Source: an optimization exercise on an open RTL-to-GDS flow (aim: small area). Production flows keep margins and buffers that such runs may drop. Only simulation tests tie the RTL to the original design; equivalence was not proved.

Setup of old:
## cpu_top
module cpu_top(input clk,
    input rst,
    output imem_req,
    output [15:0]imem_addr,
    input imem_ready,
    input [63:0]imem_data,
    output dmem_req,
    output [15:0]dmem_addr,
    input dmem_ready,
    input [63:0]dmem_data,
    output halted,
    output [255:0]regs_out);
    localparam [2:0] SF = 3'd4;
    integer i, k, w;
    function [15:0] add16(input [15:0] a, input [15:0] b, input cin);
        integer j;
        reg c;
        begin
            c = cin;
            for(j = 0; j < 16; j = j + 1) begin
                add16[j] = a[j] ^ b[j] ^ c;
                c = (a[j] & b[j]) | (c & (a[j] ^ b[j]));
            end
        end
    endfunction
    function [15:0] inc16(input [15:0] a);
        integer j;
        reg c;
        begin
            c = 1'b1;
            for(j = 0; j < 16; j = j + 1) begin
                inc16[j] = a[j] ^ c;
                c = c & a[j];
            end
        end
    endfunction
    function [6:0] inc7(input [6:0] a);
        integer j;
        reg c;
        begin
            c = 1'b1;
            for(j = 0; j < 7; j = j + 1) begin
                inc7[j] = a[j] ^ c;
                c = c & a[j];
            end
        end
    endfunction
    function [4:0] inc5(input [4:0] a);
        integer j;
        reg c;
        begin
            c = 1'b1;
            for(j = 0; j < 5; j = j + 1) begin
                inc5[j] = a[j] ^ c;
                c = c & a[j];
            end
        end
    endfunction
    function [4:0] dec5(input [4:0] a);
        integer j;
        reg b;
        begin
            b = 1'b1;
            for(j = 0; j < 5; j = j + 1) begin
                dec5[j] = a[j] ^ b;
                b = b & !a[j];
            end
        end
    endfunction
    function [14:0] cw(input [15:0] x);
        cw = {x[14:12] | {3{x[15]}}, x[11:0]};
    endfunction
    reg fetching;
    reg stallFetch;  
    reg [15:0]pc;
    wire iRead = !fetching && !stallFetch;
    wire imemReady;
    wire [14:0]imemOut;
    wire fastFetch = (imemReady && iRead);
  ...
export LEC_CHECK = 0
export CAP_MARGIN = 10
export CORE_MARGIN = 2
export CORE_UTILIZATION = 45
export CTS_CLUSTER_DIAMETER = 100
export CTS_CLUSTER_SIZE = 24
export PLACE_DENSITY = 0.55
export SLEW_MARGIN = 10
export SYNTH_HIERARCHICAL = 1
create_clock -name core_clock -period 20.0 [get_ports {clk}]
standard.sh (not shown) runs the stock make flow with config.mk's settings and CLKGATE_MAP_FILE= SYNTH_SCRIPT=/design/flow/synth_recipe.tcl, a recipe that flattens the netlist after the stock synthesis.
==> flow/flow/run.sh <==
#!/bin/bash
set -euo pipefail
export BUFFER_PORTS_ARGS="-buffer_cell sky130_fd_sc_hd__buf_1"
export CTS_ARGS="-sink_clustering_enable -repair_clock_nets -sink_clustering_size 24 -sink_clustering_max_diameter 100 -dont_use_dummy_load"
bash standard.sh > standard.log 2>&1
Changes in new relative to old:
-- flow/design.v --
<<< old, line 210
    wire icachev2Hit = value2V && (rdTag1 == iTag);
    wire icacheHit = icachev1Hit || icachev2Hit;
    reg [63:0]iWordSel;
    reg [959:0]iWordData0, iWordData1;
    always @(*) begin
        for(k = 0; k < 16; k = k + 1) begin
            for(w = 0; w < 4; w = w + 1) begin
                iWordSel[k*4+w] = iSetOH[k] && iWordOH[w];
                iWordData0[(k*4+w)*15 +: 15] = iDat0[k][59-15*w -: 15];
                iWordData1[(k*4+w)*15 +: 15] = iDat1[k][59-15*w -: 15];
            end
        end
    end
    wire [14:0]iWord0, iWord1;
    aoread #(.N(64), .W(15)) iWordRd0(.sel(iWordSel), .data(iWordData0), .out(iWord0));
    aoread #(.N(64), .W(15)) iWordRd1(.sel(iWordSel), .data(iWordData1), .out(iWord1));
    wire [14:0]iHitWord = icachev1Hit ? iWord0 : iWord1;
    wire [59:0]iDataC = {cw(imem_data[63:48]), cw(imem_data[47:32]), cw(imem_data[31:16]), cw(imem_data[15:0])};
    assign imemOut = icacheHit ? iHitWord :
>>> new, line 210
    wire icachev2Hit = value2V && (rdTag1 == iTag);
    wire icacheHit = icachev1Hit || icachev2Hit;
    reg [127:0]iWordSel;
    reg [1919:0]iWordData;
    always @(*) begin
        for(k = 0; k < 16; k = k + 1) begin
            for(w = 0; w < 4; w = w + 1) begin
                iWordSel[k*4+w] = iSetOH[k] && iWordOH[w] && icachev1Hit;
                iWordSel[64+k*4+w] = iSetOH[k] && iWordOH[w] && icachev2Hit && !icachev1Hit;
                iWordData[(k*4+w)*15 +: 15] = iDat0[k][59-15*w -: 15];
                iWordData[(64+k*4+w)*15 +: 15] = iDat1[k][59-15*w -: 15];
            end
        end
    end
    wire [14:0]iHitWord;
    aoread #(.N(128), .W(15)) iWordRd(.sel(iWordSel), .data(iWordData), .out(iHitWord));
    wire [59:0]iDataC = {cw(imem_data[63:48]), cw(imem_data[47:32]), cw(imem_data[31:16]), cw(imem_data[15:0])};
    assign imemOut = icacheHit ? iHitWord :
<<< old, line 322
    wire dcachev2Hit = dvalue2V && (rdDTag1 == dTag);
    wire dcacheHit = dcachev1Hit || dcachev2Hit;
    reg [63:0]dWordSel;
    reg [1023:0]dWordData0, dWordData1;
    always @(*) begin
        for(k = 0; k < 16; k = k + 1) begin
            for(w = 0; w < 4; w = w + 1) begin
                dWordSel[k*4+w] = dSetOH[k] && dWordOH[w];
                dWordData0[(k*4+w)*16 +: 16] = dDat0[k][63-16*w -: 16];
                dWordData1[(k*4+w)*16 +: 16] = dDat1[k][63-16*w -: 16];
            end
        end
    end
    wire [15:0]dWord0, dWord1;
    aoread #(.N(64), .W(16)) dWordRd0(.sel(dWordSel), .data(dWordData0), .out(dWord0));
    aoread #(.N(64), .W(16)) dWordRd1(.sel(dWordSel), .data(dWordData1), .out(dWord1));
    wire [15:0]dHitWord = dcachev1Hit ? dWord0 : dWord1;
    wire dataComplete = (dmem_ready && orlOutput == daddr);
    assign dmemReady = (dcacheHit && memAccess) || dataComplete;
>>> new, line 321
    wire dcachev2Hit = dvalue2V && (rdDTag1 == dTag);
    wire dcacheHit = dcachev1Hit || dcachev2Hit;
    reg [127:0]dWordSel;
    reg [2047:0]dWordData;
    always @(*) begin
        for(k = 0; k < 16; k = k + 1) begin
            for(w = 0; w < 4; w = w + 1) begin
                dWordSel[k*4+w] = dSetOH[k] && dWordOH[w] && dcachev1Hit;
                dWordSel[64+k*4+w] = dSetOH[k] && dWordOH[w] && dcachev2Hit && !dcachev1Hit;
                dWordData[(k*4+w)*16 +: 16] = dDat0[k][63-16*w -: 16];
                dWordData[(64+k*4+w)*16 +: 16] = dDat1[k][63-16*w -: 16];
            end
        end
    end
    wire [15:0]dHitWord;
    aoread #(.N(128), .W(16)) dWordRd(.sel(dWordSel), .data(dWordData), .out(dHitWord));
    wire dataComplete = (dmem_ready && orlOutput == daddr);
    assign dmemReady = (dcacheHit && memAccess) || dataComplete;
==> comparison <==
- Compared new against old; starting density of the core within noise.
- Going from old to new, count of placed standard cells in the final layout, fillers left out picked up an extra 444, ratio of final minimum period to clock period lost 1.9 points, number of gates on the worst path with buffers counted lost 2.2%, post-synthesis cell count picked up an extra about 1.5%, post-detailed-route wirelength per cell picked up an extra 1.1 um.

## what the ideal ports hide
The flow's constraints put no driver on any port. The routed layouts listed below were extracted and timed again, unchanged, in two steps.
Step 1: set_driving_cell puts a clkbuf_16 on clk and a buf_2 on each other input, an assumption about the parent block.
Step 2 adds t to the input delays and takes it off the output delays; t is the mean of the earliest and latest rising clock arrival at the registers after step 1. Input paths then give back, and output paths get back, about the clock's delay inside the block.
Three values: ideal, step 1, step 2; two values: the first two.
run	t, ns	setup WS [ns]	clock arrival spread, ns
old	1.207	1.852 / 1.852 / 1.852	0.151 / 0.151
new	1.203	2.234 / 2.234 / 2.234	0.147 / 0.147
After both steps setup and hold are still met in every run listed.
